From an optimization exercise on the open Yosys and OpenROAD flow, aimed at small area and a short achievable clock period; shortcuts taken in it are not production practice. No run shown here included a check of the RTL's function; only the layout flow was run. In every run shown here, the design's own scripts or RTL, not TritonCTS, make the clock network. The clock input has no modelled driver; a real chip could not lean on it and would need a root buffer or a full tree. Power and IR drop assume default switching activity.

===== flow/design.v =====
`timescale 1ns/10ps
module alu_top (
    input  logic        clk_i,
    input  logic [2:0]  ALUControl_i,
    input  logic [63:0] A_i,
    input  logic [63:0] B_i,
    output logic [63:0] result_o,
    output logic        zero_o,
    output logic        overflow_o,
    output logic        carryout_o,
    output logic        negative_o
);
    logic [2:0]  ctrl_q;
    logic [63:0] a_q;
    logic [63:0] b_q;
    logic [63:0] result_d;
    logic        zero_d, overflow_d, carryout_d, negative_d;
    always_ff @(posedge clk_i) begin
        ctrl_q <= ALUControl_i;
        a_q    <= A_i;
        b_q    <= B_i;
    end
    ALU u_alu (
        .result_o     (result_d),
        .zero_o       (zero_d),
        .overflow_o   (overflow_d),
        .carryout_o   (carryout_d),
        .negative_o   (negative_d),
        .ALUControl_i (ctrl_q),
        .A_i          (a_q),
        .B_i          (b_q)
    );
    always_ff @(posedge clk_i) begin
        result_o   <= result_d;
        zero_o     <= zero_d;
        overflow_o <= overflow_d;
        carryout_o <= carryout_d;
        negative_o <= negative_d;
    end
endmodule

`timescale 1ns/10ps
module alu_group #(parameter N = 8, parameter FIRST = 0) (
    input  logic [N-1:0] a_i,
    input  logic [N-1:0] b_i,
    input  logic         sub_i,      
    input  logic         ci_i,       
    input  logic         ts_i,       
    input  logic         tn_i,       
    input  logic         tx_i,       
    input  logic         tb_i,       
    output logic [N-1:0] r_o,
    output logic         g_o,        
    output logic         p_o,        
    output logic         c_last_o    
);
    logic [N-1:0] x, n, pp, s;
    logic [N:0]   gl, pl, c;
    assign x  = a_i ^ b_i;
    assign n  = a_i & b_i;
    assign pp = x ^ {N{sub_i}};
    assign gl[0] = FIRST ? ci_i : 1'b0;
    assign pl[0] = 1'b1;
    genvar i;
    generate
        for (i = 0; i < N; i++) begin : g_bit
            assign gl[i+1] = pp[i] ? gl[i] : a_i[i];
            assign pl[i+1] = pl[i] & pp[i];
            if (FIRST) begin : g_first
                assign c[i] = gl[i];
            end else begin : g_next
                assign c[i] = gl[i] | (pl[i] & ci_i);
            end
        end
    endgenerate
    assign c[N] = 1'b0;
    assign s   = pp ^ c[N-1:0];
    assign r_o = (s & {N{ts_i}}) | (n & {N{tn_i}}) | (x & {N{tx_i}}) | (b_i & {N{tb_i}});
    assign g_o = gl[N];
    assign p_o = pl[N];
    assign c_last_o = c[N-1];
endmodule
module ALU (result_o, zero_o, overflow_o, carryout_o, negative_o, ALUControl_i, A_i, B_i);
    output  logic [63:0]    result_o;
    output  logic           zero_o;
    output  logic           overflow_o;
    output  logic           carryout_o;
    output  logic           negative_o;
    input   logic [2:0]     ALUControl_i;
    input   logic [63:0]    A_i;
    input   logic [63:0]    B_i;
    logic [5:0] gc;        
    logic [4:0] gg, gp, gcl;
    logic ts, tn, tx, tb;
    assign ts = ~ALUControl_i[2] &  ALUControl_i[1];
    assign tb = ~ALUControl_i[2] & ~ALUControl_i[1] & ~ALUControl_i[0];
    assign tn =  ALUControl_i[2] & ~ALUControl_i[1];
    assign tx =  ALUControl_i[2] & (ALUControl_i[1] ^ ALUControl_i[0]);
    assign gc[0] = ALUControl_i[0];
    alu_group #(.N(12), .FIRST(1)) u_g0 (.a_i(A_i[11:0]), .b_i(B_i[11:0]), .sub_i(ALUControl_i[0]), .ci_i(gc[0]),
        .ts_i(ts), .tn_i(tn), .tx_i(tx), .tb_i(tb), .r_o(result_o[11:0]), .g_o(gg[0]), .p_o(gp[0]), .c_last_o(gcl[0]));
    assign gc[1] = gg[0];
    alu_group #(.N(13), .FIRST(0)) u_g1 (.a_i(A_i[24:12]), .b_i(B_i[24:12]), .sub_i(ALUControl_i[0]), .ci_i(gc[1]),
        .ts_i(ts), .tn_i(tn), .tx_i(tx), .tb_i(tb), .r_o(result_o[24:12]), .g_o(gg[1]), .p_o(gp[1]), .c_last_o(gcl[1]));
    assign gc[2] = gg[1] | (gp[1] & gc[1]);
    alu_group #(.N(13), .FIRST(0)) u_g2 (.a_i(A_i[37:25]), .b_i(B_i[37:25]), .sub_i(ALUControl_i[0]), .ci_i(gc[2]),
        .ts_i(ts), .tn_i(tn), .tx_i(tx), .tb_i(tb), .r_o(result_o[37:25]), .g_o(gg[2]), .p_o(gp[2]), .c_last_o(gcl[2]));
    assign gc[3] = gg[2] | (gp[2] & gc[2]);
    alu_group #(.N(13), .FIRST(0)) u_g3 (.a_i(A_i[50:38]), .b_i(B_i[50:38]), .sub_i(ALUControl_i[0]), .ci_i(gc[3]),
        .ts_i(ts), .tn_i(tn), .tx_i(tx), .tb_i(tb), .r_o(result_o[50:38]), .g_o(gg[3]), .p_o(gp[3]), .c_last_o(gcl[3]));
    assign gc[4] = gg[3] | (gp[3] & gc[3]);
    alu_group #(.N(13), .FIRST(0)) u_g4 (.a_i(A_i[63:51]), .b_i(B_i[63:51]), .sub_i(ALUControl_i[0]), .ci_i(gc[4]),
        .ts_i(ts), .tn_i(tn), .tx_i(tx), .tb_i(tb), .r_o(result_o[63:51]), .g_o(gg[4]), .p_o(gp[4]), .c_last_o(gcl[4]));
    assign gc[5] = gg[4] | (gp[4] & gc[4]);
    assign zero_o     = ~|result_o;
    assign negative_o = result_o[63];
    assign carryout_o = gc[5];
    assign overflow_o = gc[5] ^ gcl[4];
endmodule

===== flow/flow/run.sh =====
#!/bin/bash
# The standard layout with these changes:
#  - synthesis maps with flow/abc_map.script (see flow/abc_override.tcl);
#    everything else in synth_recipe.tcl is kept as is;
#  - the port buffers are the smallest buffer, sky130_fd_sc_hd__buf_1;
#  - repair_timing aims at a setup slack of 19.8 ns;
#  - the clock tree is built by flow/pre_cts.tcl (two balanced levels of
#    clkbuf_16, see flow/manual_cts.tcl) instead of TritonCTS.
set -euo pipefail
here=$(pwd)
export FLOW_FLOW_DIR=$here/flow
{ head -n 1 synth_recipe.tcl; cat flow/abc_override.tcl; tail -n +2 synth_recipe.tcl; } > my_synth.tcl
sed "s#SYNTH_SCRIPT=[^ ]*#SYNTH_SCRIPT=$here/my_synth.tcl#" standard.sh > my_standard.sh
grep -q "SYNTH_SCRIPT=$here/my_synth.tcl" my_standard.sh
export BUFFER_PORTS_ARGS="-buffer_cell sky130_fd_sc_hd__buf_1"
# repair_timing: aim for a setup slack of 19.8 ns (a 6.2 ns period), below what the
# output paths reach, so that it only speeds up paths inside the design
export SETUP_SLACK_MARGIN=19.8
export PRE_CTS_TCL=$here/flow/pre_cts.tcl
bash my_standard.sh > standard.log 2>&1

===== flow/flow/abc_map.script =====
&get -n
&st
&dch
&nf -R 1000 -F 8 -A 4 -C 32
&put
topo
stime -c
buffer -c
upsize -c
dnsize -c

===== flow/flow/abc_override.tcl =====
# Run Yosys's abc with flow/abc_map.script, an area-recovering mapping
# (&nf -R 1000 -F 8 -A 4 -C 32), in place of ORFS's speed script and its 26 ps delay target.
proc abc {args} {
  set new {}
  set skip 0
  foreach a $args {
    if { $skip } { set skip 0; continue }
    if { $a eq "-script" } { lappend new -script $::env(FLOW_FLOW_DIR)/abc_map.script; set skip 1; continue }
    if { $a eq "-D" } { set skip 1; continue }
    lappend new $a
  }
  lappend new -D 4000
  yosys abc {*}$new
}

===== flow/flow/manual_cts.tcl =====
proc mc_kmeans { pts k } {
  set n [llength $pts]
  set xs [lsort -real [lmap p $pts {lindex $p 0}]]
  set ys [lsort -real [lmap p $pts {lindex $p 1}]]
  set x0 [lindex $xs 0]; set x1 [lindex $xs end]; set y0 [lindex $ys 0]; set y1 [lindex $ys end]
  set nx [expr {int(ceil(sqrt($k)))}]; set ny [expr {int(ceil(double($k) / $nx))}]
  set cent {}
  for {set c 0} {$c < $k} {incr c} {
    set i [expr {$c % $nx}]; set j [expr {$c / $nx}]
    lappend cent [list [expr {$x0 + ($i + 0.5) * ($x1 - $x0) / $nx}] [expr {$y0 + ($j + 0.5) * ($y1 - $y0) / $ny}]]
  }
  set cap [expr {int(ceil(1.15 * $n / $k))}]
  for {set iter 0} {$iter < 40} {incr iter} {
    set cnt [lrepeat $k 0]
    set asg {}
    foreach p $pts {
      set order {}
      for {set c 0} {$c < $k} {incr c} {
        set q [lindex $cent $c]
        lappend order [list $c [expr {abs([lindex $p 0] - [lindex $q 0]) + abs([lindex $p 1] - [lindex $q 1])}]]
      }
      set best -1
      foreach o [lsort -real -index 1 $order] {
        set c [lindex $o 0]
        if { [lindex $cnt $c] < $cap } { set best $c; break }
      }
      lset cnt $best [expr {[lindex $cnt $best] + 1}]
      lappend asg $best
    }
    set newc {}
    for {set c 0} {$c < $k} {incr c} {
      set sx 0; set sy 0; set m 0
      foreach p $pts a $asg { if { $a == $c } { set sx [expr {$sx + [lindex $p 0]}]; set sy [expr {$sy + [lindex $p 1]}]; incr m } }
      if { $m > 0 } { lappend newc [list [expr {$sx / $m}] [expr {$sy / $m}]] } else { lappend newc [lindex $cent $c] }
    }
    set cent $newc
  }
  return [list $asg $cent]
}
proc mc_make_buf { block master name in_net centre } {
  set inst [odb::dbInst_create $block $master $name]
  set net [odb::dbNet_create $block "${name}_net"]
  $net setSigType CLOCK
  $inst setLocation [expr {int([lindex $centre 0])}] [expr {int([lindex $centre 1])}]
  $inst setPlacementStatus PLACED
  foreach it [$inst getITerms] {
    set mt [$it getMTerm]
    if { [$mt getSigType] eq "POWER" || [$mt getSigType] eq "GROUND" } { continue }
    if { [$mt getIoType] eq "INPUT" } { $it connect $in_net } else { $it connect $net }
  }
  return $net
}
proc manual_clock_tree2 { clk_name n1 m1 n2 m2 } {
  set block [ord::get_db_block]
  set clk_net [$block findNet $clk_name]
  set sinks {}
  foreach it [$clk_net getITerms] { if { [$it isInputSignal] } { lappend sinks $it } }
  set pts {}
  foreach it $sinks {
    set bb [[$it getInst] getBBox]
    lappend pts [list [expr {([$bb xMin] + [$bb xMax]) / 2.0}] [expr {([$bb yMin] + [$bb yMax]) / 2.0}]]
  }
  lassign [mc_kmeans $pts $n2] asg2 cent2
  lassign [mc_kmeans $cent2 $n1] asg1 cent1
  set l1nets {}
  for {set c 0} {$c < $n1} {incr c} {
    lappend l1nets [mc_make_buf $block [[ord::get_db] findMaster $m1] "clkbuf_l1_$c" $clk_net [lindex $cent1 $c]]
  }
  for {set c 0} {$c < $n2} {incr c} {
    set net [mc_make_buf $block [[ord::get_db] findMaster $m2] "clkbuf_l2_$c" [lindex $l1nets [lindex $asg1 $c]] [lindex $cent2 $c]]
    set cnt 0
    foreach it $sinks a $asg2 { if { $a == $c } { $it disconnect; $it connect $net; incr cnt } }
    puts "clkbuf_l2_$c: $cnt sinks, driven by clkbuf_l1_[lindex $asg1 $c]"
  }
}

===== flow/flow/pre_cts.tcl =====
# Sourced by ORFS's cts.tcl before it builds the clock tree (PRE_CTS_TCL).
# Replaces TritonCTS with a two-level tree of clkbuf_16 cells: the clock port
# drives 4 buffers, which drive 8 leaf buffers, each of which drives about 25
# flip-flops that sit close together.  The tree is balanced; it is shallower
# and smaller than TritonCTS's H-tree, which adds a root buffer and dummy loads.
source $::env(FLOW_FLOW_DIR)/manual_cts.tcl
rename clock_tree_synthesis tritoncts_clock_tree_synthesis
proc clock_tree_synthesis { args } {
  manual_clock_tree2 clk_i 4 sky130_fd_sc_hd__clkbuf_16 8 sky130_fd_sc_hd__clkbuf_16
}

===== flow/standard.sh =====
#!/bin/bash
# synth_recipe.tcl (not shown) runs the flow's synth.tcl, then flattens the netlist and writes it again
# the make line also repeats each setting of config.mk as NAME=value (left out here)
make -C /OpenROAD-flow-scripts/flow DESIGN_CONFIG=/design/flow/config.mk WORK_HOME=/design/flow/orfs CLKGATE_MAP_FILE= SYNTH_SCRIPT=/design/flow/synth_recipe.tcl "${@:-finish}"

===== flow/config.mk =====
export PLATFORM = sky130hd
export DESIGN_NAME = alu_top
export DESIGN_NICKNAME = alu_top
export VERILOG_FILES = /design/flow/design.v
export SDC_FILE = /design/flow/constraint.sdc
export NUM_CORES = 4
export LEC_CHECK = 0
export CAP_MARGIN = 20
export CORE_MARGIN = 2
export CORE_UTILIZATION = 55
export SLEW_MARGIN = 20

===== flow/constraint.sdc =====
create_clock -name core_clock -period 26.0 [get_ports {clk_i}]
set_input_delay 5.2000 -clock core_clock [delete_from_list [all_inputs] [get_ports {clk_i}]]
set_output_delay 5.2000 -clock core_clock [all_outputs]
set_load 0.01 [all_outputs]

==> results.yml, run 1 <==
route:
  drt_wl_total_um: 20700
  via_per_inst: 5.85
  postRouteAntennaNets: 0
  drt_iter0_markers: 705
  vias: 6880
  drcViolationCount: 0
  first_pass_iters: 9
  post_drt_wl_per_cell_um: 17.6
worst_setup_path:
  arrival_ns: 0.87
  reg2reg_from: "a_q[1]$_DFF_P_"
  critPathCaptureType: "output port"
  critPathTopFamily: "flip-flops"
  start_kind: "flop"
  r2r_cells: 25
  crit_chain: "buf_1"
  cp_max_fo: 1
  path_depth: 1
  critPathSlowestCell: "dfxtp_1"
  worst_r2r_endpoint: "zero_o$_DFF_P_"
  slowest_delay_ns: 0.39
  cp.required_ns: 20.80
  critPathBufInv: 1
  critical_path_class: "reg2out"
  r2r_slack_ns: 20.25
sta:
  clock.fmax_mhz: 165
  worst_pin_slew_ns: 0.988
  finalSetupViolations: 0
  timing.final.crit_share_pct: 23.4
  fin_tns_setup_ns: 0
  fin_crit_ns: 6.07
  slew_viol_final: 0
  rsz0062_at_grt: "no"
  hold_violations: 0
  skew_ns: 0.0470
  relSlewSlack_pct: 34.1
synth:
  yosysUniqueCellTypes: 48
  synth_fa_ha_area_share_pct: 9.62
  yosysTopAreaCell: "dfxtp_1"
  ys.warnings.count: 1
  syn_area_um2: 8330
  synthMuxAreaShare_pct: 1.76
  synth_top_family_by_area: "compound AO/OA/AOI/OAI gates"
  synth-xor-area-share_pct: 11.9
  synth_common_cells: "198 x dfxtp_1, 68 x o21ai_0, 67 x nand2_1, 67 x xnor2_1, 64 x ha_1"
  ys.flop_type: "dfxtp_1"
  synth.net_count: 1005
  synthArstFlopShare_pct: 0
  ys_ff_latch: 198
  syn_inst: 809
  synth.top_cell.area_share_pct: 47.6
  yosysMostFrequentCell: "dfxtp_1"
  synth_edf_count: 0
  ys_seq_area_share_pct: 47.6
  synth_compound_area_share_pct: 16.8
  avgSynthCellArea_um2: 10.3
  yosys.area_share.simple_pct: 9.95
  synthTopCellsByArea: "dfxtp_1 48%, ha_1 9.6%, a222oi_1 7.6%"
placed_design:
  place_area_um2: 9200
  gp_congestion: 0.886
  placement.io_buffers: 199
  hpwl_um: 14600
pwr:
  p_switching_mw: 0.205
  p_int_mw: 0.489
  switching_share_pct: 29.6
  combPwrFrac_pct: 26.0
  p_leak_nw: 3.81
  clockPowerShare_pct: 24.1
  p_per_area_nw_per_um2: 72.4
  p_seq_share_pct: 50.0
  vdd_drop_max_uv: 46.2
global_route:
  first_global_vias: 6724
  antenna_found_initial: 0
  grt_max_degree: 60
  grt-ovfl-total: 0
  grt_first_pass_wirelength_um: 32700
  track_usage_pct: 24.3
layout:
  fill_cells: 1216
  nNetsFinal: 1190
  register_area_um2: 3970
  drive_gt1_share_pct: 3.63
  antennaDiodeCount: 0
  multiInputGateArea_um2: 4190
  fin_area_um2: 9590
  syn_to_final_growth_pct: 15.1
floorplan:
  rows: 44
  start_util_pct: 56.9
  boundaryPins: 200
  core_region_area_um2: 14600
  die_h_um: 127
  dieArea_um2: 16100
  die_x_um: 127
outcome:
  status: "complete, no violations"
worst_hold_path:
  holdCritStartpoint: "b_q[22]$_DFF_P_"
  min_path_cells: 2
  hp-class: "reg2reg"
  worst_hold_path.endpoint: "result_o[22]$_DFF_P_"
clocking:
  clkTransAtPathRegs_ns: 0.10
  cts_hold_buf: 0
  worstSkewPairLatency_ns: 0.31
flow_run:
  maxCapViolCount: 0
-- layout make-up --
class                           count  area share [%]
Inverter                            9           0.352
Buffer                             12            3.13
Tap cell                          184            2.40
Sequential cell                   198            41.4
Timing Repair Buffer              208            9.02
Multi-Input combinational cell    565            43.7
-- per-stage QoR --
stage	total power [mW]	std cells	setup WS [ns]	hold slack (ns)	utilization, %
after floorplan	0.478	809	20.31	0.470	-
after global placement	0.523	1160	20.00	0.506	62.8
after detailed placement	0.527	1160	19.76	0.506	62.8
after CTS	0.665	1172	20.04	0.507	64.9
after global routing	0.731	1176	19.83	0.554	65.5
final	0.694	1176	19.93	0.523	65.5
-- worst register-to-register path, cell delays in order (launching register included) --
cell and delay, ns:
dfxtp_1 0.34, ha_1 0.33, xnor2_1 0.24, or2_1 0.18
a21o_1 0.16, a21o_1 0.16, a21o_1 0.16, a21o_1 0.16
a21o_1 0.16, a21o_1 0.16, a21o_1 0.15, a21o_1 0.15
a21o_1 0.15, a21oi_1 0.09, a21oi_2 0.45, o21ai_1 0.20
mux2_4 0.37, a31oi_4 0.35, o21ai_4 0.15, buf_12 0.16
a31oi_1 0.20, xor2_1 0.17, o21ai_0 0.12, nor4_1 0.41
nand4_1 0.21, nor4_1 0.29
-- power by group through the flow --
stage	clock network, mW	registers (mW)	logic (mW)
floorplan	0	0.359	0.119
detailed placement	0	0.353	0.174
global placement	0	0.353	0.170
CTS	0.136	0.354	0.175
finish	0.167	0.347	0.180
global route	0.181	0.349	0.200
-- cells in the final DEF, fill, tap and decap left out, types with 2 or more instances in the layout --
cell       instances
a21o_1             9
a21oi_1           31
a21oi_2            2
a222oi_1          63
a31oi_1            4
and3_1             5
buf_1            199
buf_4              6
clkbuf_16         13
dfxtp_1          197
ha_1              64
inv_1              9
mux2i_1           12
nand2_1           67
nand2b_1           2
nand3_1           22
nand4_1            6
nor2_1            34
nor2b_1            2
nor3_1             2
nor3b_1            2
nor4_1            18
o211ai_1           2
o21ai_0           68
o21ai_1            8
o31ai_1            5
or3_1              5
or4_1              2
xnor2_1           67
xor2_1            44
-- flip-flops by register name (all words and copies together) (netlist names) --
| name | cells |
|---|---|
| a_q | 64 |
| b_q | 64 |
| carryout_o | 1 |
| ctrl_q | 3 |
| overflow_o | 1 |
| result_o | 64 |
| zero_o | 1 |
-- timing repair --
| item | CTS | global route |
|---|---|---|
| pin swaps | 0 | 1 |
| setup buffers | 0 | 3 |
| gates resized for setup | 1 | 6 |
| setup endpoints to repair | 1 | 1 |
| gates cloned | 0 | 1 |
-- routing by layer --
layer	vias up	GRT usage, %	part of all wire, %
met5	-	0	0
met4	0	6.33	2.4
met3	40	2.51	6.1
met2	264	42.5	48
met1	3212	32.3	43
li1	3364	-	-
-- cells by family after synthesis --
family / after synthesis
DFF: 198
AOI/OAI and AO/OA: 199
xor gates and xnor gates: 112
adders and majority gates: 64
muxes: 14
and+or+nand+nor: 176
buffers and inverters: 46
-- how the worst max path moves through the flow --
stage / startpoint / end / slack, ns
after global placement: ctrl_q[0]$_DFF_P_ / zero_o$_DFF_P_ / 20.00
after global routing: a_q[1]$_DFF_P_ / zero_o$_DFF_P_ / 19.83
after CTS: ctrl_q[0]$_DFF_P_ / zero_o$_DFF_P_ / 20.04
after detailed placement: ctrl_q[0]$_DFF_P_ / zero_o$_DFF_P_ / 19.76
final: zero_o$_DFF_P_ / zero_o / 19.93
after floorplan: result_o[63]$_DFF_P_ / result_o[63] / 20.31
==> run 2: changes to the inputs <==
--- a/flow/design.v
+++ b/flow/design.v
@@ -89,31 +89,28 @@
     input   logic [2:0]     ALUControl_i;
     input   logic [63:0]    A_i;
     input   logic [63:0]    B_i;
-    logic [5:0] gc;        
-    logic [4:0] gg, gp, gcl;
+    logic [4:0] gc;        
+    logic [3:0] gg, gp, gcl;
     logic ts, tn, tx, tb;
     assign ts = ~ALUControl_i[2] &  ALUControl_i[1];
     assign tb = ~ALUControl_i[2] & ~ALUControl_i[1] & ~ALUControl_i[0];
     assign tn =  ALUControl_i[2] & ~ALUControl_i[1];
     assign tx =  ALUControl_i[2] & (ALUControl_i[1] ^ ALUControl_i[0]);
     assign gc[0] = ALUControl_i[0];
-    alu_group #(.N(12), .FIRST(1)) u_g0 (.a_i(A_i[11:0]), .b_i(B_i[11:0]), .sub_i(ALUControl_i[0]), .ci_i(gc[0]),
-        .ts_i(ts), .tn_i(tn), .tx_i(tx), .tb_i(tb), .r_o(result_o[11:0]), .g_o(gg[0]), .p_o(gp[0]), .c_last_o(gcl[0]));
+    alu_group #(.N(16), .FIRST(1)) u_g0 (.a_i(A_i[15:0]), .b_i(B_i[15:0]), .sub_i(ALUControl_i[0]), .ci_i(gc[0]),
+        .ts_i(ts), .tn_i(tn), .tx_i(tx), .tb_i(tb), .r_o(result_o[15:0]), .g_o(gg[0]), .p_o(gp[0]), .c_last_o(gcl[0]));
     assign gc[1] = gg[0];
-    alu_group #(.N(13), .FIRST(0)) u_g1 (.a_i(A_i[24:12]), .b_i(B_i[24:12]), .sub_i(ALUControl_i[0]), .ci_i(gc[1]),
-        .ts_i(ts), .tn_i(tn), .tx_i(tx), .tb_i(tb), .r_o(result_o[24:12]), .g_o(gg[1]), .p_o(gp[1]), .c_last_o(gcl[1]));
+    alu_group #(.N(16), .FIRST(0)) u_g1 (.a_i(A_i[31:16]), .b_i(B_i[31:16]), .sub_i(ALUControl_i[0]), .ci_i(gc[1]),
+        .ts_i(ts), .tn_i(tn), .tx_i(tx), .tb_i(tb), .r_o(result_o[31:16]), .g_o(gg[1]), .p_o(gp[1]), .c_last_o(gcl[1]));
     assign gc[2] = gg[1] | (gp[1] & gc[1]);
-    alu_group #(.N(13), .FIRST(0)) u_g2 (.a_i(A_i[37:25]), .b_i(B_i[37:25]), .sub_i(ALUControl_i[0]), .ci_i(gc[2]),
-        .ts_i(ts), .tn_i(tn), .tx_i(tx), .tb_i(tb), .r_o(result_o[37:25]), .g_o(gg[2]), .p_o(gp[2]), .c_last_o(gcl[2]));
+    alu_group #(.N(16), .FIRST(0)) u_g2 (.a_i(A_i[47:32]), .b_i(B_i[47:32]), .sub_i(ALUControl_i[0]), .ci_i(gc[2]),
+        .ts_i(ts), .tn_i(tn), .tx_i(tx), .tb_i(tb), .r_o(result_o[47:32]), .g_o(gg[2]), .p_o(gp[2]), .c_last_o(gcl[2]));
     assign gc[3] = gg[2] | (gp[2] & gc[2]);
-    alu_group #(.N(13), .FIRST(0)) u_g3 (.a_i(A_i[50:38]), .b_i(B_i[50:38]), .sub_i(ALUControl_i[0]), .ci_i(gc[3]),
-        .ts_i(ts), .tn_i(tn), .tx_i(tx), .tb_i(tb), .r_o(result_o[50:38]), .g_o(gg[3]), .p_o(gp[3]), .c_last_o(gcl[3]));
+    alu_group #(.N(16), .FIRST(0)) u_g3 (.a_i(A_i[63:48]), .b_i(B_i[63:48]), .sub_i(ALUControl_i[0]), .ci_i(gc[3]),
+        .ts_i(ts), .tn_i(tn), .tx_i(tx), .tb_i(tb), .r_o(result_o[63:48]), .g_o(gg[3]), .p_o(gp[3]), .c_last_o(gcl[3]));
     assign gc[4] = gg[3] | (gp[3] & gc[3]);
-    alu_group #(.N(13), .FIRST(0)) u_g4 (.a_i(A_i[63:51]), .b_i(B_i[63:51]), .sub_i(ALUControl_i[0]), .ci_i(gc[4]),
-        .ts_i(ts), .tn_i(tn), .tx_i(tx), .tb_i(tb), .r_o(result_o[63:51]), .g_o(gg[4]), .p_o(gp[4]), .c_last_o(gcl[4]));
-    assign gc[5] = gg[4] | (gp[4] & gc[4]);
     assign zero_o     = ~|result_o;
     assign negative_o = result_o[63];
-    assign carryout_o = gc[5];
-    assign overflow_o = gc[5] ^ gcl[4];
+    assign carryout_o = gc[4];
+    assign overflow_o = gc[4] ^ gcl[3];
 endmodule
--- a/flow/config.mk
+++ b/flow/config.mk
@@ -7,5 +7,5 @@
 export LEC_CHECK = 0
 export CAP_MARGIN = 20
 export CORE_MARGIN = 2
-export CORE_UTILIZATION = 55
+export CORE_UTILIZATION = 40
 export SLEW_MARGIN = 20
==> results.yml, run 2 <==
route:
  drt_iter0_markers: 454
  postRouteAntennaNets: 0
  drt_wl_total_um: 20800
  drcViolationCount: 0
  vias: 6686
  post_drt_wl_per_cell_um: 16.4
  first_pass_iters: 8
  via_per_inst: 5.28
outcome:
  status: "complete, no violations"
worst_setup_path:
  critPathTopFamily: "flip-flops"
  critPathSlowestCell: "dfxtp_1"
  critPathCaptureType: "output port"
  crit_chain: "buf_1"
  start_kind: "flop"
  arrival_ns: 0.84
  cp_max_fo: 1
  critPathBufInv: 1
  critical_path_class: "reg2out"
  cp.required_ns: 20.80
  slowest_delay_ns: 0.31
sta:
  hold_ws_ns: 0.479
  relSlewSlack_pct: 56.5
  hold_violations: 0
  fin_crit_ns: 6.04
  rsz0062_at_grt: "no"
  skew_ns: 0.0728
  clock.fmax_mhz: 166
  timing.final.crit_share_pct: 23.2
  fin_tns_setup_ns: 0
  slew_viol_final: 0
  finalSetupViolations: 0
  worst_pin_slew_ns: 0.652
clocking:
  worstSkewPairLatency_ns: 0.32
  clkTransAtPathRegs_ns: 0.08
  cts_hold_buf: 0
layout:
  syn_to_final_growth_pct: 18.4
  final_cell_mix: "199 x buf_1, 197 x dfxtp_1, 66 x o21ai_0"
  drive_gt1_share_pct: 6.22
  register_area_um2: 3970
  fill_cells: 1990
  reg_top3: "a_q (64), b_q (64), result_o (64)"
  fin_area_um2: 9820
  antennaDiodeCount: 0
  final_common_cell: "buf_1"
  nNetsFinal: 1195
  multiInputGateArea_um2: 4210
global_route:
  track_usage_pct: 17.8
  antenna_found_initial: 0
  first_global_vias: 6515
  grt-ovfl-total: 0
  grt_max_degree: 54
  grt_first_pass_wirelength_um: 32100
synth:
  synthTopCellsByArea: "dfxtp_1 48%, ha_1 9.7%, a222oi_1 7.5%"
  ys.warnings.count: 1
  syn_inst: 799
  ys.flop_type: "dfxtp_1"
  avgSynthCellArea_um2: 10.4
  ys_ff_latch: 198
  synth.top_cell.area_share_pct: 47.8
  synth.net_count: 995
  yosysUniqueCellTypes: 44
  syn_area_um2: 8290
  synth_common_cells: "198 x dfxtp_1, 69 x o21ai_0, 64 x ha_1, 64 x xnor2_1, 62 x a222oi_1"
  yosysTopAreaCell: "dfxtp_1"
  synthArstFlopShare_pct: 0
  synth_edf_count: 0
  yosysMostFrequentCell: "dfxtp_1"
  ys_seq_area_share_pct: 47.8
placed_design:
  place_area_um2: 9290
  gp_congestion: 0.805
  hpwl_um: 14600
  placement.io_buffers: 199
pwr:
  p_per_area_nw_per_um2: 71.0
  vdd_drop_max_uv: 43.8
  p_total_mw: 0.697
  p_leak_nw: 3.84
floorplan:
  die_x_um: 148
  rows: 52
  boundaryPins: 200
  core_region_area_um2: 20300
  die_h_um: 148
  dieArea_um2: 21900
  start_util_pct: 40.9
flow_run:
  maxCapViolCount: 0
worst_hold_path:
  hp-class: "reg2reg"
==> run 2: cell types whose count changed after synthesis, moves of 3 or more <==
cell	before	now
nand3_1	22	31
a21oi_1	32	24
nand2_1	67	59
o21ai_1	8	15
and3_1	5	0
or3_1	5	10
a21o_1	9	13
xor2_1	44	48
a21oi_2	1	4
mux2i_1	12	9
nand4_1	6	3
nor2_1	34	31
o31ai_1	5	8
xnor2_1	67	64
==> run 2: path summary, 6_finish.rpt <==
kind | slack (ns) | depth (start not counted) | end | start
hold reg to reg | 0.48 | 2 | result_o[4]$_DFF_P_ | b_q[4]$_DFF_P_
hold / removal | 0.48 | 2 | result_o[4]$_DFF_P_ | b_q[4]$_DFF_P_
setup reg to reg | 20.20 | 28 | zero_o$_DFF_P_ | a_q[1]$_DFF_P_
setup / recovery | 19.96 | 1 | result_o[28] | result_o[28]$_DFF_P_
==> run 2: layout make-up <==
class	instances	area share, %
plain buffers	12	3.06
inverters	8	0.306
multi-input cells	557	42.9
flip-flops and latches	198	40.4
well taps	270	3.44
repair buffers	222	9.92
==> run 2: kinds of logic (layout without fill, tap and decap cells) <==
kind of cell / count (synthesis) / count (layout) / share of synthesized area, %
AOI/OAI and AO/OA: 208 / 208 / 18.0
xor gates and xnor gates: 113 / 113 / 12.0
adders and majority gates: 64 / 64 / 9.66
buffers and inverters: 44 / 242 / 2.32
DFF: 198 / 198 / 47.8
muxes: 9 / 9 / 1.09
and+or+nand+nor: 163 / 163 / 9.16
==> run 2: tightest hold or removal path, stage by stage, from the launching register on <==
cell and delay, ns:
dfxtp_1 0.32, nand2_1 0.07, nand2_1 0.05
==> run 2: repair_timing <==
item,4_1_cts,5_1_grt
pin swaps,0,9
gates resized for setup,1,18
endpoints found under the setup margin,1,1
cloned,0,1
buffers inserted,4,11
==> run 2: stage by stage <==
stage                     setup slack, ns  cells  utilization, %
final                               19.96   1267            48.4
after global routing                19.76   1267            48.4
after CTS                           19.92   1255            47.5
after detailed placement            19.33   1239            45.8
after global placement              19.47   1239            45.8
after floorplan                     20.31    799               -
==> run 2: where the power goes <==
group	internal (mW)	switching [mW]	total, mW	leakage, nW
logic	0.0741	0.107	0.182	2.03
registers	0.333	0.0131	0.346	1.67
clock network	0.0827	0.0862	0.169	0.148
total	0.490	0.207	0.697	3.84
==> run 2: metal layers <==
metal / routed length (um) / vias up / global-route usage (%)
met1: 9130 / 3069 / 23.9
met4: 450 / 0 / 3.81
met5: 0 / - / 0
met2: 9550 / 243 / 30.8
met3: 1630 / 26 / 2.44
li1: - / 3348 / -

==> port drivers added, routing unchanged <==
In the flow no input, the clock included, has a driving cell. The finished layouts below were timed again as built, in two steps. Step 1 sets driving cells, clkbuf_16 on the clock port and buf_2 on the other inputs (assumed; they add their load-dependent delay and slew). Step 2 times the ports against the registers' clock, not the clock port: input delays grow and output delays shrink by t, the midpoint of the rising clock arrivals with the driver on. a / b / c = ideal ports / drivers / drivers and shift; a / b = the first two.
| run | shift t [ns] | setup slack, ns | slew at the worst register clock pin (ns) |
|---|---|---|---|
| run 1 | 0.380 | 19.925 / 19.832 / 20.212 | 0.10 / 0.10 |
| run 2 | 0.382 | 19.962 / 19.865 / 20.203 | 0.11 / 0.11 |
After both steps setup and hold are still met in every run listed.
